Source: an optimization exercise on an open RTL-to-GDS flow (aim: small area). Production flows keep margins and buffers that such runs may drop.
Where RTL was checked, it was by simulation tests only, not by an equivalence proof against the original.
Only the layout flow was run in runs 1 to 3; the RTL was not checked for function there.
Power and IR drop assume default switching activity.

**flow/run.sh**
```bash
#!/bin/bash
# synth_recipe.tcl (not shown) runs the flow's synth.tcl, then flattens the netlist and writes it again
# the make line also repeats each setting of config.mk as NAME=value (left out here)
make -C /OpenROAD-flow-scripts/flow DESIGN_CONFIG=/design/flow/config.mk WORK_HOME=/design/flow/orfs CLKGATE_MAP_FILE= SYNTH_SCRIPT=/design/flow/synth_recipe.tcl finish
```
**flow/config.mk**
```make
export PLATFORM = sky130hd
export DESIGN_NAME = Config
export DESIGN_NICKNAME = Config
export VERILOG_FILES = /design/flow/design.v
export SDC_FILE = /design/flow/constraint.sdc
export NUM_CORES = 4
export LEC_CHECK = 0
export CAP_MARGIN = 20
export CORE_MARGIN = 2
export CORE_UTILIZATION = 65
export CTS_BUF_LIST = sky130_fd_sc_hd__clkbuf_8
export CTS_CLUSTER_DIAMETER = 60
export CTS_CLUSTER_SIZE = 18
export PLACE_DENSITY = 0.75
export SLEW_MARGIN = 20
```
**flow/constraint.sdc**
```tcl
create_clock -name core_clock -period 10.0 [get_ports {CLK}]
set_input_delay 2.0000 -clock core_clock [delete_from_list [all_inputs] [get_ports {CLK}]]
set_output_delay 2.0000 -clock core_clock [all_outputs]
set_load 0.01 [all_outputs]
```
**flow/design.v**
```verilog
module config_UART (
	input CLK,
	input RST,  
	input Rx,
	output reg [31:0] WriteData,  
	output ComActive,
	output WriteStrobe,
	output reg ReceiveLED
);
	localparam ComRate = 25;
	localparam TimeOutLoad = 15'h7FFF;
	localparam TimeOutEnd = 15'h5922;  
	localparam TestFileChecksum = 20'h4FB00;
	localparam WaitForStartBit=0, DelayAfterStartBit=1, GetBit0=2, GetBit7=9, GetStopBit=10;
	localparam Idle=0, GetID_00=1, GetID_AA=2, GetID_FF=3, GetCommand=4, EvalCommand=5, GetData=6;
	reg RxLocal;
	reg [4:0] ComCount;
	reg [3:0] ComState;
	reg [7:0] ReceivedWord;    
	reg [2:0] PresentState;
	reg HeaderOK;              
	reg HexMode;               
	reg [14:0] TimeOutCounter;   
	reg [1:0] ByteStage;       
	reg [1:0] GetWordState;
	reg [19:0] CRCReg;
	reg [21:0] blink;            
	reg blink_bit;               
	wire ComTick = (ComCount == ComRate);    
	wire InWait = (ComState == WaitForStartBit);
	wire StopTick = (ComState == GetStopBit) & ComTick;
	wire TimeToSend = (TimeOutCounter == TimeOutEnd);
	wire blink_zero = (blink[20:0] == 21'd0);
	wire InData = (PresentState == GetData);
	wire ByteDone = StopTick & InData & ~HexMode;
	wire AddByte = ByteStage[0] & ~ByteStage[1];
	wire WriteByte = ByteStage[0] & ByteStage[1];
	wire ClearData = RST | ~InData | TimeToSend;
	wire [7:0] LaneData = ReceivedWord & {8{~ClearData}};
	assign ComActive = InData;
	assign WriteStrobe = ~ByteStage[0] & ByteStage[1] & (GetWordState == 2'd0);
	always @ (posedge CLK) begin
		RxLocal <= Rx | RST;
		if (InWait)
			ComCount <= ComRate / 2;
		else if (ComCount == 5'd0)
			ComCount <= ComRate;
		else
			ComCount <= ComCount - 5'd1;
		if (RST)
			ComState <= WaitForStartBit;
		else if (InWait) begin
			if (!RxLocal)
				ComState <= DelayAfterStartBit;
		end else if (ComTick) begin
			if (ComState == GetStopBit)
				ComState <= WaitForStartBit;
			else
				ComState <= ComState + 4'd1;
		end
		if (ComTick && ComState >= GetBit0 && ComState <= GetBit7)
			ReceivedWord <= {RxLocal, ReceivedWord[7:1]};
		if (StopTick) begin
			case (PresentState)
			GetID_00: HeaderOK <= (ReceivedWord == 8'h00);
			GetID_AA: HeaderOK <= HeaderOK & (ReceivedWord == 8'hAA);
			GetID_FF: HeaderOK <= HeaderOK & (ReceivedWord == 8'hFF);
			GetCommand: begin
				HeaderOK <= HeaderOK & (ReceivedWord[6:0] == 7'h01 || ReceivedWord[6:0] == 7'h02);
				HexMode <= ReceivedWord[7];
			end
			default: ;
			endcase
		end
		if (RST)
			PresentState <= Idle;
		else case (PresentState)
			Idle: if (InWait && !RxLocal) PresentState <= GetID_00;
			GetID_00, GetID_AA, GetID_FF, GetCommand:
				if (TimeToSend) PresentState <= Idle;
				else if (StopTick) PresentState <= PresentState + 3'd1;
			EvalCommand: PresentState <= HeaderOK ? GetData : Idle;
			GetData: if (TimeToSend) PresentState <= Idle;
			default: PresentState <= Idle;
		endcase
		if (PresentState == Idle || ComState == GetStopBit)
			TimeOutCounter <= TimeOutLoad;
		else
			TimeOutCounter <= {TimeOutCounter[13:0], TimeOutCounter[14] ^ TimeOutCounter[13]};
		if (RST)
			ByteStage <= 2'b00;
		else begin
			ByteStage[1] <= ByteStage[0];
			ByteStage[0] <= ByteDone | AddByte;
		end
		if (!InData)
			GetWordState <= 2'd0;
		else if (WriteByte)
			GetWordState <= GetWordState + 2'd1;
		if (ClearData || (WriteByte && GetWordState == 2'd0)) WriteData[31:24] <= LaneData;
		if (ClearData || (WriteByte && GetWordState == 2'd1)) WriteData[23:16] <= LaneData;
		if (ClearData || (WriteByte && GetWordState == 2'd2)) WriteData[15:8] <= LaneData;
		if (ClearData || (WriteByte && GetWordState == 2'd3)) WriteData[7:0] <= LaneData;
		if (RST)
			CRCReg <= TestFileChecksum;
		else if (PresentState == GetCommand)
			CRCReg <= 20'd0;
		else
			CRCReg <= CRCReg + {12'd0, ReceivedWord & {8{AddByte}}};
		if (RST)
			ReceiveLED <= 1'b0;
		else if (InData)
			ReceiveLED <= 1'b1;
		else if (PresentState == Idle && CRCReg != TestFileChecksum)
			ReceiveLED <= blink_bit;
		else
			ReceiveLED <= 1'b0;
		if (RST) begin
			blink <= 22'd0;
			blink_bit <= 1'b0;
		end else begin
			blink <= {blink[20:0], blink[21] ^ blink[20] ^ blink_zero};
			blink_bit <= blink_bit ^ (blink_zero & ~blink[21]);
		end
	end
endmodule
module bitbang (s_clk, s_data, strobe, data, active, clk, rst);
	input s_clk;
	input s_data;
	output reg strobe;
	output reg [31:0] data;
	output reg active;
	input clk;
	input rst;
	reg [3:0] s_clk_sample;
	reg s_data_sample0;
	reg [2:0] s_data_delay;  
	reg [31:0] serial_data;
	reg [4:0] ctrl_state;
	reg local_strobe;
	reg old_local_strobe;
	function [4:0] kmp_next;
	input [4:0] s;
	input b;
	begin
		case (s)
		5'd0: kmp_next = b ? 5'd1 : 5'd0;
		5'd1: kmp_next = b ? 5'd2 : 5'd0;
		5'd2: kmp_next = b ? 5'd3 : 5'd0;
		5'd3: kmp_next = b ? 5'd4 : 5'd0;
		5'd4: kmp_next = b ? 5'd5 : 5'd0;
		5'd5: kmp_next = b ? 5'd5 : 5'd6;
		5'd6: kmp_next = b ? 5'd7 : 5'd0;
		5'd7: kmp_next = b ? 5'd2 : 5'd8;
		5'd8: kmp_next = b ? 5'd9 : 5'd0;
		5'd9: kmp_next = b ? 5'd2 : 5'd10;
		5'd10: kmp_next = b ? 5'd11 : 5'd0;
		5'd11: kmp_next = b ? 5'd12 : 5'd0;
		5'd12: kmp_next = b ? 5'd3 : 5'd13;
		5'd13: kmp_next = b ? 5'd1 : 5'd14;
		5'd14: kmp_next = b ? 5'd1 : 5'd15;
		5'd15: kmp_next = b ? 5'd17 : 5'd16;
		5'd16: kmp_next = b ? 5'd1 : 5'd0;
		5'd17: kmp_next = b ? 5'd2 : 5'd0;
		default: kmp_next = 5'd0;
		endcase
	end
	endfunction
	wire s_data3 = s_data_delay[2];
	wire rise = ~s_clk_sample[3] & s_clk_sample[2];
	wire fall = s_clk_sample[3] & ~s_clk_sample[2];
	wire on_match = (ctrl_state == 5'd17);
	wire off_match = (ctrl_state == 5'd16);
	always @ (posedge clk) begin
		s_data_delay <= {s_data_delay[1:0], s_data_sample0};
		if (rise)
			serial_data[31:16] <= serial_data[30:15];
		if (on_match)
			data <= serial_data;
		if (rst) begin
			s_clk_sample <= 4'b0;
			s_data_sample0 <= 1'b0;
			serial_data[15:0] <= 16'b0;
			ctrl_state <= 5'd0;
			local_strobe <= 1'b0;
			old_local_strobe <= 1'b0;
			strobe <= 1'b0;
			active <= 1'b0;
		end else begin
			s_clk_sample <= {s_clk_sample[2:0], s_clk};
			s_data_sample0 <= s_data;
			if (rise)
				serial_data[15:0] <= {serial_data[14:0], s_data3};
			if (fall)
				ctrl_state <= kmp_next(ctrl_state, s_data3);
			local_strobe <= on_match;
			old_local_strobe <= local_strobe;
			strobe <= local_strobe & ~old_local_strobe;
			if (on_match)
				active <= 1'b1;
			else if (off_match)
				active <= 1'b0;
		end
	end
endmodule
module ConfigFSM (CLK, RST, WriteData, WriteStrobe, Reset, FrameAddressRegister, LongFrameStrobe, RowSelect);
	input CLK;
	input RST;
	input [31:0] WriteData;
	input WriteStrobe;
	input Reset;
	output reg [31:0] FrameAddressRegister;
	output LongFrameStrobe;
	output [4:0] RowSelect;
	reg [3:0] FrameShiftState;
	reg synced;
	reg old_reset;
	reg [1:0] fs;
	wire restart = ~old_reset & Reset;
	wire last = WriteStrobe & (FrameShiftState == 4'd1);
	always @ (posedge CLK) begin
		old_reset <= Reset;
		if (RST) begin
			synced <= 1'b0;
			FrameShiftState <= 4'd0;
			FrameAddressRegister <= 32'd0;
			fs <= 2'b00;
		end else begin
			fs[1] <= fs[0];
			fs[0] <= (last & ~restart) | (fs[0] & ~fs[1]);
			if (restart) begin
				synced <= 1'b0;
				FrameShiftState <= 4'd0;
			end else if (WriteStrobe) begin
				if (FrameShiftState != 4'd0) begin
					FrameShiftState <= FrameShiftState - 4'd1;
				end else if (!synced) begin
					if (WriteData == 32'hFAB0_FAB1)
						synced <= 1'b1;
				end else if (WriteData[20]) begin
					synced <= 1'b0;
				end else begin
					FrameAddressRegister <= WriteData;
					FrameShiftState <= 4'd12;
				end
			end
		end
	end
	assign LongFrameStrobe = fs[1];
	assign RowSelect = WriteStrobe ? {1'b0, FrameShiftState} : 5'b11111;
endmodule
module Config (CLK, RST, Rx, ComActive, ReceiveLED, s_clk, s_data, SelfWriteData, SelfWriteStrobe, ConfigWriteData, ConfigWriteStrobe, FrameAddressRegister, LongFrameStrobe, RowSelect);
	parameter RowSelectWidth = 5;
	parameter FrameBitsPerRow = 32;
	input CLK;
	input RST;  
	input Rx;
	output ComActive;
	output ReceiveLED;
	input s_clk;
	input s_data;
	input [32-1:0] SelfWriteData;
	input SelfWriteStrobe;
	output [32-1:0] ConfigWriteData;
	output ConfigWriteStrobe;
	output [FrameBitsPerRow-1:0] FrameAddressRegister;
	output LongFrameStrobe;
	output [RowSelectWidth-1:0] RowSelect;
	wire [31:0] UART_WriteData;    
	wire UART_WriteStrobe;         
	wire UART_ComActive;
	wire UART_LED;
	wire [31:0] BitBangWriteData;
	wire BitBangWriteStrobe;
	wire BitBangActive;
	config_UART INST_config_UART (
	.CLK(CLK),
	.RST(RST),
	.Rx(Rx),
	.WriteData(UART_WriteData),
	.ComActive(UART_ComActive),
	.WriteStrobe(UART_WriteStrobe),
	.ReceiveLED(UART_LED)
	);
	bitbang Inst_bitbang (
	.s_clk(s_clk),
	.s_data(s_data),
	.strobe(BitBangWriteStrobe),
	.data(BitBangWriteData),
	.active(BitBangActive),
	.clk(CLK),
	.rst(RST)
	);
	wire [31:0] BitBangWriteData_Mux = BitBangActive ? BitBangWriteData : SelfWriteData;
	wire BitBangWriteStrobe_Mux = BitBangActive ? BitBangWriteStrobe : SelfWriteStrobe;
	assign ConfigWriteData = UART_WriteData | ({32{~UART_ComActive}} & BitBangWriteData_Mux);
	assign ConfigWriteStrobe = UART_WriteStrobe | (~UART_ComActive & BitBangWriteStrobe_Mux);
	assign ComActive = UART_ComActive;
	assign ReceiveLED = UART_LED ^ BitBangWriteStrobe;
	ConfigFSM ConfigFSM_inst (
	.CLK(CLK),
	.RST(RST),
	.WriteData(ConfigWriteData),
	.WriteStrobe(ConfigWriteStrobe),
	.Reset(UART_ComActive | BitBangActive),
	.FrameAddressRegister(FrameAddressRegister),
	.LongFrameStrobe(LongFrameStrobe),
	.RowSelect(RowSelect)
	);
endmodule
```
==> flow_summary_export.csv, run 1 <==
group,metric,value,unit
detailed_routing,routed_wl,20.5,mm
detailed_routing,drc,0,
setup_path,reg2reg_depth,9,
sta,final_max_slew_viol_count,0,
cells_and_area,final_area,0.0111,mm2
synth,avgSynthCellArea,10.7,um2
setup_path,r2r-start,"INST_config_UART.PresentState[0]",
detailed_routing,vias_per_cell,5.81,
synth,synth-seq-area-share,58.7,%
setup_path,ff2ff_setup_slack,6.75,ns
detailed_routing,dr.pass1.iters,5,
floorplanning,row_count,44,
detailed_routing,drtIter0Drc,518,
synth,synth_edf_count,90,
setup_path,cp-end-kind,"output pin",
clock_network,cts_hold_buf,0,
cells_and_area,layout_commonest_cell,"dfxtp_1",
cells_and_area,diodes,0,
power_and_ir_drop,leakage,4.00,nW
global_routing,grtUsageMet1,34.8,%
worst_hold_path,whs_path_depth,0,
floorplanning,start_util,66.4,%
place,dp_hpwl,14.6,mm
detailed_routing,vias,6840,
floorplanning,io_pins,111,
setup_path,cp-start-kind,"primary input",
global_routing,met3_usage,3.65,%
clock_network,insertion_delay,0.49,ns
place,placed_cell_area,0.0107,mm2
global_routing,grt_pass1_wl,32.9,mm
cells_and_area,syn_to_final_growth,14.5,%
synth,netlist-cell-type-count,64,
status,status,"finished clean",
sta,slew_headroom,28.4,%
clock_network,cts_tree,"built",
synth,ys_warn_count,3,
synth,ys_ff_latch,238,
power_and_ir_drop,ir_worst_vdd,143,uV
setup_path,required,8.00,ns
synth,syn_nets,958,
clock_network,cts_setup_buffers,0,
global_routing,top_usage_layer,"met2",
cells_and_area,layout-drive-gt1-share,4.73,%
detailed_routing,ant_nets,0,
power_and_ir_drop,p_per_area,149,mW/mm2
clock_network,cts_root_buffer,"clkbuf_8",
place,port_buffers,109,
floorplanning,coreArea,0.0145,mm2
sta,finalSetupViolations,0,
floorplanning,die_y,126,um
setup_path,critical_path_class,"primary input to output pin",
sta,finalCriticalPeriod,5.65,ns
setup_path,r2r_end,"ConfigFSM_inst.synced",
sta,grt_setup_unrepaired,"false",
global_routing,grt_max_degree,62,
worst_hold_path,hp-class,"register to register",
sta,clock_skew,0.0148,ns
global_routing,grt_usage,25.6,%
cells_and_area,layout_common_cells,"dfxtp_1, clkdlybuf4s50_1, nor2_1",
clock_network,htreeDepth,1,
sta,tightest_slew,1.07,ns
floorplanning,die_width,126,um
global_routing,grt-ovfl-total,0,
run,maxCapViolCount,0,
synth,postSynth.asyncResetShare,0,%
clock_network,cts_sinks,238,
sta,fin_crit_sh,56.5,%
clock_network,clkTransAtPathRegs,0.11,ns
global_routing,antenna_found_initial,0,
global_routing,use_met2,43.5,%
synth,synth_top_flop_cell,"dfxtp_1",
place,gp_congestion,0.870,
clock_network,cts_buffers,17,
worst_hold_path,hp-start,"Inst_bitbang.s_data_sample0",
clock_network,clk_path_buf_depth,3,
cells_and_area,finalNetCount,1043,
setup_path,crit_arrival,3.65,ns
floorplanning,die_area,0.0158,mm2
sta,final-hold-violation-count,0,
sta,tns,0,ns
sta,timing.fmax,0.177,GHz
global_routing,grt_pass1_vias,6496,
synth,synthCells,899,
setup_path,critPathMaxFanout,3,
clock_network,cts_resized,0,
worst_hold_path,min_to,"Inst_bitbang.s_data_delay[0]",
synth,syn_area,0.00965,mm2
detailed_routing,routed_wire_length_per_instance,17.4,um
## worst max-delay path by stage
| stage | to | startpoint | cells past startpoint | slack [ns] |
|---|---|---|---|---|
| 3_3_place_gp | ConfigWriteData[9] | SelfWriteData[9] | 5 | 4.41 |
| 5_1_grt | ConfigWriteData[14] | SelfWriteData[14] | 5 | 4.33 |
| 6_report | ConfigWriteData[14] | SelfWriteData[14] | 5 | 4.35 |
| 3_5_place_dp | ConfigWriteData[14] | SelfWriteData[14] | 5 | 4.41 |
| 4_1_cts | ConfigWriteData[14] | SelfWriteData[14] | 5 | 4.40 |
| 2_1_floorplan | ConfigWriteData[23] | SelfWriteData[23] | 3 | 5.46 |
## cell usage after synthesis, drive strengths merged (19+ instances only)
library cell / n / area [um2]
nor2: 100 / 375
inv: 33 / 126
nor2b: 39 / 244
nand2: 65 / 259
a21oi: 48 / 244
nor3: 35 / 175
a211oi: 22 / 165
or3: 19 / 119
o21bai: 20 / 150
dfxtp: 148 / 2960
clkbuf: 32 / 120
o21ai: 23 / 126
mux2i: 21 / 210
edfxtp: 90 / 2700
ha: 20 / 250
## where the power goes
part           leakage (nW)  switching (mW)  internal (mW)
combinational          1.69          0.0849         0.0650
sequential             2.12          0.0122           1.01
clock                 0.189           0.288          0.188
total                  4.00           0.385           1.27
## critical path: stages
cell and delay [ns]:
clkdlybuf4s50_1 0.41, mux2_2 0.28, a21oi_1 0.40, inv_1 0.08, clkdlybuf4s50_1 0.49
## state kept, by name (all words and copies together), names as in the netlist, 3 cells and up
| name | count |
|---|---|
| INST_config_UART.PresentState | 3 |
| INST_config_UART.ComState | 4 |
| INST_config_UART.WriteData | 32 |
| Inst_bitbang.s_data_delay | 3 |
| Inst_bitbang.ctrl_state | 5 |
| ConfigFSM_inst.FrameAddressRegister | 31 |
| ConfigFSM_inst.FrameShiftState | 4 |
| INST_config_UART.ReceivedWord | 8 |
| INST_config_UART.blink | 22 |
| Inst_bitbang.s_clk_sample | 4 |
| INST_config_UART.ComCount | 5 |
| Inst_bitbang.data | 32 |
| Inst_bitbang.serial_data | 32 |
| INST_config_UART.CRCReg | 20 |
| INST_config_UART.TimeOutCounter | 15 |
## per-layer routing
layer  wire, um  up-vias  share of wire [%]
met2       9970      245                 49
met1       8780     3247                 43
met4        492        0                2.4
met5          0        -                  0
li1           -     3313                  -
met3       1270       35                6.2
## kinds of logic after synthesis
kind of cell    count (synthesis)  share of synthesized area [%]
simple gates                  358                           19.1
flops                         238                           58.7
compound gates                142                           9.45
buf+inv                        80                           3.93
mux                            34                           3.73
xor+xnor                       25                           2.27
fa+ha+maj                      21                           2.80
other cells                     1                         0.0388
## area by class of cell
| class | instances | area (um2) |
|---|---|---|
| inverters | 34 | 130 |
| repair buffers | 112 | 1110 |
| clock buffers | 17 | 234 |
| multi-input cells | 581 | 3610 |
| fillers | 976 | 3480 |
| clock inverters | 11 | 72.6 |
| flip-flops and latches | 238 | 5670 |
| well taps | 184 | 230 |
## per-stage QoR
stage | util [%] | instances | hold slack [ns] | power, mW | setup WS (ns)
floorplan | - | 899 | 0.310 | 1.14 | 5.46
global placement | 73.9 | 1149 | 0.310 | 1.19 | 4.41
detailed placement | 73.9 | 1149 | 0.315 | 1.20 | 4.41
CTS | 76.1 | 1177 | 0.344 | 1.66 | 4.40
global route | 76.1 | 1177 | 0.347 | 1.72 | 4.33
finish | 76.1 | 1177 | 0.341 | 1.65 | 4.35
==> run 2: changes to the inputs <==
--- a/flow/config.mk
+++ b/flow/config.mk
@@ -8,8 +8,8 @@
 export CAP_MARGIN = 20
 export CORE_MARGIN = 2
 export CORE_UTILIZATION = 65
-export CTS_BUF_LIST = sky130_fd_sc_hd__clkbuf_8
-export CTS_CLUSTER_DIAMETER = 60
-export CTS_CLUSTER_SIZE = 18
+export CTS_BUF_LIST = sky130_fd_sc_hd__clkbuf_16
+export CTS_CLUSTER_DIAMETER = 80
+export CTS_CLUSTER_SIZE = 36
 export PLACE_DENSITY = 0.75
 export SLEW_MARGIN = 20
==> run 2 against run 1 <==
Largest power group unchanged. Cell area rose by 0.57%. Via count fell by 0.48%. Register-to-register slack barely moved. Area after synthesis did not move. Setup slack got worse by 0.029 ns. Critical path depth fell by 1. Sequential power barely moved. Still clean. Worst hold slack improved by 0.0026 ns. Clock skew rose by 0.0046 ns. Non-clock buffer count rose by 1. Flip-flop and latch count did not move. Clock power rose by 8.8%.
==> flow_summary_export.csv, run 2 <==
group,metric,value,unit
detailed_routing,drc,0,
status,status,"finished clean",
clock_network,cts_root_buffer,"clkbuf_16",
detailed_routing,routed_wire_length_per_instance,17.6,um
clock_network,cts_resized,0,
clock_network,cts_setup_buffers,0,
synth,netlist-cell-type-count,64,
clock_network,cts_tree,"built",
cells_and_area,fill_cells,971,
clock_network,cts_sinks,238,
floorplanning,start_util,66.4,%
place,placed_cell_area,0.0107,mm2
sta,fin_crit_sh,56.8,%
global_routing,grt_pass1_vias,6442,
setup_path,cp-start-kind,"primary input",
place,dp_hpwl,14.6,mm
sta,final-hold-violation-count,0,
synth,synth_xor_area_share,2.27,%
power_and_ir_drop,finalPower,1.70,mW
cells_and_area,layout-drive-gt1-share,4.58,%
synth,avgSynthCellArea,10.7,um2
clock_network,cts_buffers,11,
floorplanning,row_count,44,
clock_network,cts_hold_buf,0,
global_routing,antenna_found_initial,0,
run,maxCapViolCount,0,
synth,postSynth.asyncResetShare,0,%
clock_network,clk_path_buf_depth,3,
synth,yosysTopAreaCellShare,30.7,%
synth,synth_edf_count,90,
place,gp_congestion,0.870,
setup_path,ff2ff_setup_slack,6.74,ns
synth,synth_most_common_cell,"dfxtp_1",
clock_network,clkTransAtPathRegs,0.11,ns
worst_hold_path,hp-start,"Inst_bitbang.s_data_delay[0]",
synth,ys_ff_latch,238,
cells_and_area,diodes,0,
sta,final_max_slew_viol_count,0,
detailed_routing,ant_nets,0,
synth,syn_nets,958,
synth,muxShareOfSynthArea,3.73,%
clock_network,htreeDepth,1,
global_routing,grt_pass1_wl,32.8,mm
setup_path,required,8.00,ns
power_and_ir_drop,p_per_area,152,mW/mm2
floorplanning,coreArea,0.0145,mm2
place,post-place-cells,1149,
detailed_routing,routed_wl,20.5,mm
synth,synth_top_flop_cell,"dfxtp_1",
setup_path,cp-end-kind,"output pin",
cells_and_area,final_area,0.0111,mm2
cells_and_area,post-route-util,76.5,%
synth,synth-seq-area-share,58.7,%
setup_path,critPathMaxFanout,3,
synth,synth_top_family_by_area,"simple AND/OR/NAND/NOR gates",
sta,fin_ws,4.32,ns
setup_path,crit_arrival,3.68,ns
setup_path,r2r-start,"INST_config_UART.PresentState[0]",
clock_network,insertion_delay,0.47,ns
synth,ys_warn_count,3,
worst_hold_path,min_to,"Inst_bitbang.s_data_delay[1]",
worst_hold_path,whs_path_depth,0,
synth,synthCells,899,
sta,timing.fmax,0.176,GHz
cells_and_area,layout_commonest_cell,"dfxtp_1",
synth,syn_area,0.00965,mm2
synth,synth-simple-area-share,19.1,%
floorplanning,die_y,126,um
cells_and_area,finalNetCount,1038,
worst_hold_path,hp-class,"register to register",
setup_path,critical_path_class,"primary input to output pin",
floorplanning,die_area,0.0158,mm2
power_and_ir_drop,ir_worst_vdd,150,uV
cells_and_area,syn_to_final_growth,15.2,%
sta,finalCriticalPeriod,5.68,ns
synth,ys_top_cells_by_count,"dfxtp_1, nor2_1, edfxtp_1",
global_routing,grt_max_degree,62,
synth,synth_compound_area_share,9.45,%
sta,slew_headroom,27.7,%
global_routing,grt_usage,25.6,%
place,dp_slack,4.41,ns
setup_path,r2r_end,"ConfigFSM_inst.synced",
sta,tightest_slew,1.08,ns
cells_and_area,reg.largest.list,"INST_config_UART.WriteData: 32 flops, Inst_bitbang.data: 32 flops, Inst_bitbang.serial_data: 32 flops",
sta,finalSetupViolations,0,
sta,clock_skew,0.0194,ns
floorplanning,io_pins,111,
synth,yosys.area.top_type,"dfxtp_1",
detailed_routing,vias,6807,
global_routing,grt-ovfl-total,0,
synth,synth_fa_ha_area_share,2.80,%
sta,grt_setup_unrepaired,"false",
detailed_routing,vias_per_cell,5.83,
sta,worst_hold_slack,0.344,ns
setup_path,reg2reg_depth,9,
cells_and_area,layout_common_cells,"dfxtp_1, clkdlybuf4s50_1, nor2_1",
power_and_ir_drop,leakage,4.00,nW
synth,synth.area.top_cells,"dfxtp_1, edfxtp_1, nor2_1",
floorplanning,die_width,126,um
detailed_routing,dr.pass1.iters,5,
detailed_routing,drtIter0Drc,426,
sta,tns,0,ns
cells_and_area,stdcell_count,1167,
place,port_buffers,109,
-- run 2: layer usage --
layer  routed length [um]  up-vias  GRT usage, %
met2                10100      254          44.1
li1                     -     3305             -
met3                 1230       30          3.02
met5                    0        -             0
met1                 8780     3218          34.9
met4                  463        0          6.53
-- run 2: logic make-up after synthesis --
family | Yosys count
AND/OR/NAND/NOR | 358
flip-flops | 238
AO/OA/AOI/OAI | 142
buffers and inverters | 80
multiplexers | 34
XOR/XNOR | 25
adder cells (fa/ha/maj) | 21
other | 1
-- run 2: where the power goes --
group          switching [mW]  internal (mW)  total [mW]
Clock                   0.301          0.217       0.517
Combinational          0.0855         0.0656       0.151
Sequential             0.0120           1.01        1.03
Total                   0.398           1.30        1.70
-- run 2: area by class of cell --
cell class,count,area (um2),share of cell area [%]
Clock inverter,6,66.3,0.597
Clock buffer,11,275,2.48
Multi-Input combinational cell,581,3610,32.5
Timing Repair Buffer,113,1140,10.2
Sequential cell,238,5670,51.0
Tap cell,184,230,2.07
Inverter,34,130,1.17
-- run 2: how the worst max path moves through the flow --
stage | endpoint | slack (ns) | depth (start not counted) | from
6_report | ConfigWriteData[16] | 4.32 | 4 | SelfWriteData[16]
5_1_grt | ConfigWriteData[14] | 4.33 | 5 | SelfWriteData[14]
4_1_cts | ConfigWriteData[16] | 4.38 | 4 | SelfWriteData[16]
3_5_place_dp | ConfigWriteData[14] | 4.41 | 5 | SelfWriteData[14]
3_3_place_gp | ConfigWriteData[9] | 4.41 | 5 | SelfWriteData[9]
2_1_floorplan | ConfigWriteData[23] | 5.46 | 3 | SelfWriteData[23]
-- run 2: worst max-delay path, stage by stage --
cell,delay [ns]
clkdlybuf4s50_1,0.46
mux2i_1,0.09
o21bai_1,0.48
clkdlybuf4s50_1,0.64
==> run 3: changes to the inputs <==
==> flow/flow/run.sh (new file) <==
#!/bin/bash
# The standard layout (the standard.sh: standard synthesis, floorplan, power grid,
# tap cells, placement, CTS, routing), with two changes to how cells are chosen:
#  - the port buffers that every input and output gets are sky130_fd_sc_hd__buf_1
#  - CTS uses clkbuf_8 leaf clusters of at most 18 sinks and inserts no dummy loads
# ORFS writes each step's full log under orfs/logs/; make's own output goes to flow_make.log.
set -euo pipefail
bash standard.sh \
  "BUFFER_PORTS_ARGS=-buffer_cell sky130_fd_sc_hd__buf_1" \
  "CTS_ARGS=-sink_clustering_enable -repair_clock_nets -dont_use_dummy_load -buf_list sky130_fd_sc_hd__clkbuf_8 -sink_clustering_size 18 -sink_clustering_max_diameter 60" \
  finish > flow_make.log 2>&1
==> flow/standard.sh (new file) <==
#!/bin/bash
# synth_recipe.tcl (not shown) runs the flow's synth.tcl, then flattens the netlist and writes it again
# the make line also repeats each setting of config.mk as NAME=value (left out here)
make -C /OpenROAD-flow-scripts/flow DESIGN_CONFIG=/design/flow/config.mk WORK_HOME=/design/flow/orfs CLKGATE_MAP_FILE= SYNTH_SCRIPT=/design/flow/synth_recipe.tcl "${@:-finish}"
--- a/flow/config.mk
+++ b/flow/config.mk
@@ -8,8 +8,8 @@
 export CAP_MARGIN = 20
 export CORE_MARGIN = 2
 export CORE_UTILIZATION = 65
-export CTS_BUF_LIST = sky130_fd_sc_hd__clkbuf_16
-export CTS_CLUSTER_DIAMETER = 80
-export CTS_CLUSTER_SIZE = 36
+export CTS_BUF_LIST = sky130_fd_sc_hd__clkbuf_8
+export CTS_CLUSTER_DIAMETER = 60
+export CTS_CLUSTER_SIZE = 18
 export PLACE_DENSITY = 0.75
 export SLEW_MARGIN = 20
removed: flow/run.sh
==> run 3 against run 2 <==
Still clean on timing, DRC and antenna. Worst hold slack worse by 0.0069 ns. Clock skew grew 0.026 ns. Cell area decreased by 7.3%. Die area unchanged. Largest power group unchanged.
==> flow_summary_export.csv, run 3 <==
group,metric,value,unit
synth,synthCells,899,
sta,clock_skew,0.0455,ns
floorplanning,die_width,126,um
worst_hold_path,hp-class,"register to register",
detailed_routing,drc,0,
synth,ys_ff_latch,238,
sta,fin_crit_sh,48.9,%
sta,finalSetupViolations,0,
synth,ys_warn_count,3,
setup_path,cp-start-kind,"primary input",
clock_network,clk_path_buf_depth,3,
setup_path,cp-end-kind,"output pin",
detailed_routing,drtIter0Drc,474,
cells_and_area,layout_common_cells,"dfxtp_1, buf_1, nor2_1",
setup_path,crit_arrival,2.89,ns
clock_network,cts_tree,"built",
sta,tns,0,ns
detailed_routing,vias_per_cell,5.87,
sta,grt_setup_unrepaired,"false",
cells_and_area,layout-drive-gt1-share,4.58,%
cells_and_area,syn_to_final_growth,6.75,%
detailed_routing,dr.pass1.iters,5,
place,dp_slack,5.12,ns
place,dp_hpwl,14.5,mm
place,gp_congestion,0.862,
setup_path,path_cells,"buf_1 -> mux2_2 -> a21oi_1 -> inv_1 -> buf_1",
power_and_ir_drop,leakage,3.66,nW
cells_and_area,reg.largest.list,"INST_config_UART.WriteData: 32 flops, Inst_bitbang.data: 32 flops, Inst_bitbang.serial_data: 32 flops",
power_and_ir_drop,p_per_area,154,mW/mm2
place,port_buffers,109,
status,status,"finished clean",
clock_network,htreeDepth,1,
synth,netlist-cell-type-count,64,
global_routing,antenna_found_initial,0,
floorplanning,io_pins,111,
synth,synth_top_flop_cell,"dfxtp_1",
sta,timing.fmax,0.205,GHz
floorplanning,die_y,126,um
setup_path,required,8.00,ns
clock_network,cts_resized,0,
global_routing,grt_pass1_wl,32.6,mm
cells_and_area,diodes,0,
synth,syn_area,0.00965,mm2
clock_network,cts_hold_buf,0,
cells_and_area,finalNetCount,1043,
sta,tightest_slew,1.04,ns
synth,postSynth.asyncResetShare,0,%
global_routing,grt_pass1_vias,6513,
synth,synth_most_common_cell,"dfxtp_1",
synth,ys_top_cells_by_count,"dfxtp_1, nor2_1, edfxtp_1",
clock_network,cts_buffers,17,
cells_and_area,fill_cells,1086,
run,maxCapViolCount,0,
detailed_routing,vias,6842,
detailed_routing,routed_wl,20.4,mm
floorplanning,start_util,66.4,%
synth,synth.area.top_cells,"dfxtp_1, edfxtp_1, nor2_1",
sta,slew_headroom,30.5,%
sta,final-hold-violation-count,0,
detailed_routing,ant_nets,0,
sta,final_max_slew_viol_count,0,
clock_network,insertion_delay,0.51,ns
global_routing,grt-ovfl-total,0,
synth,yosys.area.top_type,"dfxtp_1",
clock_network,cts_root_buffer,"clkbuf_8",
floorplanning,row_count,44,
synth,synth-seq-area-share,58.7,%
cells_and_area,layout_commonest_cell,"dfxtp_1",
sta,finalCriticalPeriod,4.89,ns
clock_network,cts_setup_buffers,0,
setup_path,cpPeakStageDelay,0.29,ns
cells_and_area,regArea,0.00567,mm2
clock_network,clkTransAtPathRegs,0.10,ns
clock_network,cts_sinks,238,
setup_path,crit_top_cell,"buf_1",
sta,fin_ws,5.11,ns
detailed_routing,routed_wire_length_per_instance,17.5,um
setup_path,critPathMaxFanout,3,
floorplanning,coreArea,0.0145,mm2
synth,avgSynthCellArea,10.7,um2
global_routing,grt_usage,25.3,%
synth,syn_nets,958,
global_routing,grt_max_degree,61,
floorplanning,die_area,0.0158,mm2
synth,yosysTopAreaCellShare,30.7,%
setup_path,slowest_stage,"a21oi_1",
setup_path,critical_path_class,"primary input to output pin",
synth,synth_edf_count,90,
cells_and_area,multi_input_area,0.00361,mm2
power_and_ir_drop,ir_worst_vdd,121,uV
==> run 3: cell counts after synthesis <==
No cell type changed its count.
==> run 3: metal layers <==
layer | part of all wire [%] | wire length, um | GRT usage (%) | up-vias
li1 | - | - | - | 3297
met1 | 42 | 8640 | 32.8 | 3257
met2 | 50 | 10200 | 45.8 | 254
met3 | 5.8 | 1180 | 3.53 | 34
met4 | 1.8 | 368 | 5.11 | 0
met5 | 0 | 0 | 0 | -
==> run 3: layout make-up <==
class,count,area share (%)
inverters,34,1.26
multi-input cells,581,35.0
flip-flops and latches,238,55.0
well taps,184,2.23
repair buffers,112,4.23
clock buffers,17,2.27
==> run 3: worst paths after layout <==
kind                                  from  slack (ns)  cells past startpoint                           end
max                       SelfWriteData[9]        5.11                      5            ConfigWriteData[9]
min            Inst_bitbang.s_data_sample0        0.34                      0  Inst_bitbang.s_data_delay[0]
max reg2reg  INST_config_UART.ByteStage[0]        6.66                     10   INST_config_UART.CRCReg[13]
min reg2reg    Inst_bitbang.s_data_sample0        0.34                      0  Inst_bitbang.s_data_delay[0]
==> run 3: worst max-delay path, delay by kind of cell <==
kind                   cells  cell delay [ns]
buffers and inverters      3             0.33
multiplexers               1             0.27
AO/OA/AOI/OAI              1             0.29
==> run 3: report_power, final <==
group | switching, mW | internal, mW | leakage [nW]
sequential | 0.0119 | 1.01 | 2.12
clock | 0.273 | 0.154 | 0.122
combinational | 0.0883 | 0.0454 | 1.42
==> run 3: cell families (layout without fill, tap and decap cells) <==
logic type | count (synthesis) | after routing | synth area share (%)
other | 1 | 1 | 0.0388
muxes | 34 | 34 | 3.73
AOI/OAI and AO/OA | 142 | 142 | 9.45
adders and majority gates | 21 | 21 | 2.80
buffers and inverters | 80 | 163 | 3.93
DFF | 238 | 238 | 58.7
and+or+nand+nor | 358 | 358 | 19.1
xor gates and xnor gates | 25 | 25 | 2.27
==> run 3: stage by stage <==
stage	cells	utilization [%]	hold slack [ns]	power, mW	area (um2)
finish	1166	70.9	0.337	1.59	10300
global route	1166	70.9	0.346	1.64	10300
global placement	1149	69.3	0.310	1.17	10100
CTS	1166	70.9	0.340	1.59	10300
detailed placement	1149	69.3	0.316	1.18	10100
floorplan	899	-	0.310	1.14	9650
==> run 4: changes to the inputs <==
--- a/flow/design.v
+++ b/flow/design.v
@@ -8,8 +8,7 @@
 	output reg ReceiveLED
 );
 	localparam ComRate = 25;
-	localparam TimeOutLoad = 15'h7FFF;
-	localparam TimeOutEnd = 15'h5922;  
+	localparam TimeOutValue = 16777;
 	localparam TestFileChecksum = 20'h4FB00;
 	localparam WaitForStartBit=0, DelayAfterStartBit=1, GetBit0=2, GetBit7=9, GetStopBit=10;
 	localparam Idle=0, GetID_00=1, GetID_AA=2, GetID_FF=3, GetCommand=4, EvalCommand=5, GetData=6;
@@ -20,23 +19,19 @@
 	reg [2:0] PresentState;
 	reg HeaderOK;              
 	reg HexMode;               
-	reg [14:0] TimeOutCounter;   
+	reg [14:0] TimeOutCounter;
 	reg [1:0] ByteStage;       
 	reg [1:0] GetWordState;
 	reg [19:0] CRCReg;
-	reg [21:0] blink;            
-	reg blink_bit;               
+	reg [22:0] blink;
 	wire ComTick = (ComCount == ComRate);    
 	wire InWait = (ComState == WaitForStartBit);
 	wire StopTick = (ComState == GetStopBit) & ComTick;
-	wire TimeToSend = (TimeOutCounter == TimeOutEnd);
-	wire blink_zero = (blink[20:0] == 21'd0);
+	wire TimeToSend = (TimeOutCounter == 15'd0);
 	wire InData = (PresentState == GetData);
 	wire ByteDone = StopTick & InData & ~HexMode;
 	wire AddByte = ByteStage[0] & ~ByteStage[1];
 	wire WriteByte = ByteStage[0] & ByteStage[1];
-	wire ClearData = RST | ~InData | TimeToSend;
-	wire [7:0] LaneData = ReceivedWord & {8{~ClearData}};
 	assign ComActive = InData;
 	assign WriteStrobe = ~ByteStage[0] & ByteStage[1] & (GetWordState == 2'd0);
 	always @ (posedge CLK) begin
@@ -84,9 +79,9 @@
 			default: PresentState <= Idle;
 		endcase
 		if (PresentState == Idle || ComState == GetStopBit)
-			TimeOutCounter <= TimeOutLoad;
-		else
-			TimeOutCounter <= {TimeOutCounter[13:0], TimeOutCounter[14] ^ TimeOutCounter[13]};
+			TimeOutCounter <= TimeOutValue;
+		else if (!TimeToSend)
+			TimeOutCounter <= TimeOutCounter - 15'd1;
 		if (RST)
 			ByteStage <= 2'b00;
 		else begin
@@ -97,31 +92,34 @@
 			GetWordState <= 2'd0;
 		else if (WriteByte)
 			GetWordState <= GetWordState + 2'd1;
-		if (ClearData || (WriteByte && GetWordState == 2'd0)) WriteData[31:24] <= LaneData;
-		if (ClearData || (WriteByte && GetWordState == 2'd1)) WriteData[23:16] <= LaneData;
-		if (ClearData || (WriteByte && GetWordState == 2'd2)) WriteData[15:8] <= LaneData;
-		if (ClearData || (WriteByte && GetWordState == 2'd3)) WriteData[7:0] <= LaneData;
+		if (RST || !InData || TimeToSend)
+			WriteData <= 32'd0;
+		else if (WriteByte) begin
+			case (GetWordState)
+			2'd0: WriteData[31:24] <= ReceivedWord;
+			2'd1: WriteData[23:16] <= ReceivedWord;
+			2'd2: WriteData[15:8] <= ReceivedWord;
+			2'd3: WriteData[7:0] <= ReceivedWord;
+			endcase
+		end
 		if (RST)
 			CRCReg <= TestFileChecksum;
 		else if (PresentState == GetCommand)
 			CRCReg <= 20'd0;
-		else
-			CRCReg <= CRCReg + {12'd0, ReceivedWord & {8{AddByte}}};
+		else if (AddByte)
+			CRCReg <= CRCReg + {12'd0, ReceivedWord};
 		if (RST)
 			ReceiveLED <= 1'b0;
 		else if (InData)
 			ReceiveLED <= 1'b1;
 		else if (PresentState == Idle && CRCReg != TestFileChecksum)
-			ReceiveLED <= blink_bit;
+			ReceiveLED <= blink[22];
 		else
 			ReceiveLED <= 1'b0;
-		if (RST) begin
-			blink <= 22'd0;
-			blink_bit <= 1'b0;
-		end else begin
-			blink <= {blink[20:0], blink[21] ^ blink[20] ^ blink_zero};
-			blink_bit <= blink_bit ^ (blink_zero & ~blink[21]);
-		end
+		if (RST)
+			blink <= 23'd0;
+		else
+			blink <= blink - 23'd1;
 	end
 endmodule
 module bitbang (s_clk, s_data, strobe, data, active, clk, rst);
==> flow/run.sh (new file) <==
#!/bin/bash
# synth_recipe.tcl (not shown) runs the flow's synth.tcl, then flattens the netlist and writes it again
# the make line also repeats each setting of config.mk as NAME=value (left out here)
make -C /OpenROAD-flow-scripts/flow DESIGN_CONFIG=/design/flow/config.mk WORK_HOME=/design/flow/orfs CLKGATE_MAP_FILE= SYNTH_SCRIPT=/design/flow/synth_recipe.tcl finish
==> flow/config.mk (replaced) <==
export PLATFORM = sky130hd
export DESIGN_NAME = Config
export DESIGN_NICKNAME = Config
export VERILOG_FILES = /design/flow/design.v
export SDC_FILE = /design/flow/constraint.sdc
export NUM_CORES = 4
export LEC_CHECK = 0
export CAP_MARGIN = 20
export CORE_MARGIN = 2
export CORE_UTILIZATION = 40
export SLEW_MARGIN = 20
removed: flow/flow/run.sh
removed: flow/standard.sh
==> run 4 against run 3 <==
Flip-flop and latch count unchanged. Sequential share of layout area shrank 12 points. Synthesized cell count up 18%. Sequential power hardly changed. Clock skew fell by 0.031 ns. Core utilization down 22 points. Combinational power is 88% higher. Largest power group unchanged. Critical endpoint is now ConfigWriteData[20]. Worst hold slack got worse by 0.0027 ns. Non-clock buffer count grew 2. Critical path depth is the same. Clock-buffer cell count increased by 24.
==> flow_summary_export.csv, run 4 <==
group,metric,value,unit
clock_network,cts_hold_buf,0,
setup_path,crit_arrival,3.69,ns
power_and_ir_drop,p_per_area,183,mW/mm2
detailed_routing,routed_wire_length_per_instance,16.1,um
global_routing,grt-ovfl-total,0,
floorplanning,coreArea,0.0252,mm2
synth,postSynth.asyncResetShare,0,%
setup_path,cpPeakStageDelay,0.49,ns
setup_path,critical_path_class,"primary input to output pin",
sta,finalSetupViolations,0,
power_and_ir_drop,clockPowerShare,42.6,%
clock_network,cts_resized,0,
cells_and_area,layout-drive-gt1-share,6.18,%
synth,synth_most_common_cell,"dfxtp_1",
detailed_routing,drtIter0Drc,604,
global_routing,grt_usage,17.6,%
power_and_ir_drop,power.internal,1.74,mW
detailed_routing,routed_wl,24.1,mm
sta,fin_crit_sh,56.9,%
floorplanning,die_area,0.0269,mm2
setup_path,cp-start-kind,"primary input",
floorplanning,start_util,40.7,%
setup_path,cp-end-kind,"output pin",
power_and_ir_drop,finalPower,2.28,mW
power_and_ir_drop,switchingPower,0.546,mW
setup_path,slowest_stage,"clkdlybuf4s50_1",
synth,syn_area,0.0102,mm2
clock_network,insertion_delay,0.52,ns
setup_path,path_cells,"clkdlybuf4s50_1 -> mux2_2 -> a21oi_1 -> inv_1 -> clkdlybuf4s50_1",
detailed_routing,vias_per_cell,5.10,
clock_network,clk_path_buf_depth,3,
detailed_routing,dr.pass1.iters,7,
synth,yosysTopAreaCellShare,35.2,%
synth,synthCells,1059,
power_and_ir_drop,p_comb_share,11.0,%
sta,finalCriticalPeriod,5.69,ns
worst_hold_path,hp-class,"register to register",
floorplanning,die_width,164,um
power_and_ir_drop,seq_power_share,46.4,%
cells_and_area,diodes,0,
place,port_buffers,109,
worst_hold_path,whs_path_depth,0,
synth,netlist-cell-type-count,66,
detailed_routing,drc,0,
setup_path,crit_top_cell,"clkdlybuf4s50_1",
sta,tns,0,ns
global_routing,grt_pass1_vias,7146,
cells_and_area,finalNetCount,1207,
global_routing,grt_max_degree,64,
global_routing,grt_pass1_wl,38.0,mm
setup_path,critPathMaxFanout,3,
run,maxCapViolCount,0,
cells_and_area,layout_commonest_cell,"dfxtp_1",
clock_network,cts_buffers,26,
setup_path,required,8.00,ns
synth,syn_nets,1120,
synth,synth_edf_count,58,
detailed_routing,ant_nets,0,
clock_network,cts_sinks,238,
power_and_ir_drop,leakage,4.52,nW
cells_and_area,syn_to_final_growth,21.5,%
place,gp_congestion,0.807,
place,dp_slack,4.32,ns
setup_path,ff2ff_setup_slack,6.44,ns
synth,ys_ff_latch,238,
power_and_ir_drop,ir_worst_vdd,141,uV
sta,final_max_slew_viol_count,0,
synth,avgSynthCellArea,9.67,um2
worst_hold_path,hp-start,"Inst_bitbang.s_data_sample0",
sta,tightest_slew,1.01,ns
global_routing,antenna_found_initial,0,
power_and_ir_drop,switching_share,23.9,%
cells_and_area,layout_common_cells,"dfxtp_1, nor2_1, clkdlybuf4s50_1",
sta,fin_ws,4.31,ns
setup_path,r2r-start,"INST_config_UART.PresentState[0]",
sta,clock_skew,0.0145,ns
detailed_routing,vias,7629,
clock_network,htreeDepth,1,
setup_path,reg2reg_depth,10,
place,dp_hpwl,16.8,mm
clock_network,cts_setup_buffers,0,
floorplanning,io_pins,111,
sta,slew_headroom,32.7,%
floorplanning,row_count,58,
synth,synth.area.top_cells,"dfxtp_1, edfxtp_1, nor2_1",
synth,ys_warn_count,3,
clock_network,cts_root_buffer,"clkbuf_16",
cells_and_area,fill_cells,2356,
cells_and_area,reg.largest.list,"INST_config_UART.WriteData: 32 flops, Inst_bitbang.data: 32 flops, Inst_bitbang.serial_data: 32 flops",
clock_network,cts_tree,"built",
sta,final-hold-violation-count,0,
sta,timing.fmax,0.176,GHz
floorplanning,die_y,164,um
sta,grt_setup_unrepaired,"false",
synth,synth_top_flop_cell,"dfxtp_1",
setup_path,r2r_end,"ConfigFSM_inst.FrameAddressRegister[16]",
status,status,"finished clean",
clock_network,clkTransAtPathRegs,0.05,ns
synth,ys_top_cells_by_count,"dfxtp_1, nor2_1, nand2_1",
synth,synth-seq-area-share,52.2,%
worst_hold_path,min_to,"Inst_bitbang.s_data_delay[0]",
synth,yosys.area.top_type,"dfxtp_1",
run 4: worst max-delay path, delay by kind of cell:
kind | cells | cell delay, ns
AOI/OAI and AO/OA | 1 | 0.41
muxes | 1 | 0.29
buffers and inverters | 3 | 0.98
run 4: per-layer routing:
metal  track usage, %  share of wire [%]  vias to the layer above
li1                 -                  -                     3892
met1             26.9                 51                     3560
met2             26.4                 43                      153
met3             2.53                4.5                       24
met4             3.83                1.2                        0
met5                0                  0                        -
run 4: power groups by stage:
stage / Combinational [mW] / Sequential, mW / Clock [mW]
6_report: 0.252 / 1.06 / 0.971
5_1_grt: 0.284 / 1.07 / 1.04
4_1_cts: 0.252 / 1.06 / 0.996
3_5_place_dp: 0.251 / 1.08 / 0
3_3_place_gp: 0.248 / 1.08 / 0
2_1_floorplan: 0.181 / 1.07 / 0
run 4: final cells by class:
type / instances / area [um2] / area share (%)
clock inverter: 6 / 90.1 / 0.724
inverter: 39 / 146 / 1.18
tap: 330 / 413 / 3.32
clock buffer: 41 / 798 / 6.42
sequential: 238 / 5350 / 43.0
multi-input combinational: 727 / 4500 / 36.2
timing repair buffer: 114 / 1140 / 9.19
run 4: worst max-delay path by stage:
stage / slack [ns] / endpoint / startpoint
final: 4.31 / ConfigWriteData[20] / SelfWriteData[20]
after global routing: 4.24 / ConfigWriteData[5] / SelfWriteData[5]
after CTS: 4.31 / ConfigWriteData[20] / SelfWriteData[20]
after detailed placement: 4.32 / ConfigWriteData[20] / SelfWriteData[20]
after global placement: 4.32 / ConfigWriteData[0] / SelfWriteData[0]
after floorplan: 5.46 / ConfigWriteData[23] / SelfWriteData[23]
run 4: through the flow:
stage          hold slack [ns]  instance area [um2]  std cells  util, %
6_report                 0.334                12400       1495     49.4
3_3_place_gp             0.313                11500       1447     45.8
4_1_cts                  0.335                12400       1494     49.3
5_1_grt                  0.353                12400       1495     49.4
3_5_place_dp             0.312                11500       1447     45.8
2_1_floorplan            0.310                10200       1059        -
run 4: logic make-up after synthesis:
kind of cell,Yosys count,share of synthesized area [%]
compound gates,184,11.6
flops,238,52.2
mux,64,6.41
fa+ha+maj,23,2.88
other cells,1,0.0366
buf+inv,94,3.87
simple gates,415,19.6
xor+xnor,40,3.42

==> afterwards: timing with drivers on the ports <==
How much do the figures lean on ideal ports? The routed layouts below were timed once more, with nothing changed but the port constraints. Step 1 assumes that a clkbuf_16 drives the clock port and a buf_2 every other input. Step 2 also shifts input and output timing later by t, the mid clock arrival at the registers, as if the neighbouring blocks saw the same clock. Three values: ideal, step 1, step 2; two values: the first two.
run | t (ns) | setup slack, ns | worst hold slack (ns) | worst setup path after step 2 | worst register clock-pin slew, ns
run 1 | 0.520 | 4.353 / 4.312 / 4.312 | 0.341 / 0.341 / 0.341 | input to output | 0.11 / 0.11
run 2 | 0.500 | 4.324 / 4.289 / 4.289 | 0.344 / 0.344 / 0.344 | input to output | 0.12 / 0.12
run 3 | 0.520 | 5.111 / 5.090 / 5.090 | 0.337 / 0.337 / 0.337 | input to output | 0.11 / 0.11
run 4 | 0.561 | 4.312 / 4.292 / 4.292 | 0.334 / 0.334 / 0.334 | input to output | 0.06 / 0.06
After both steps setup and hold are still met in every run listed. The setup slack of run 1, which loses most, moves by -0.041 ns with the drivers and by -0.041 ns with both steps.
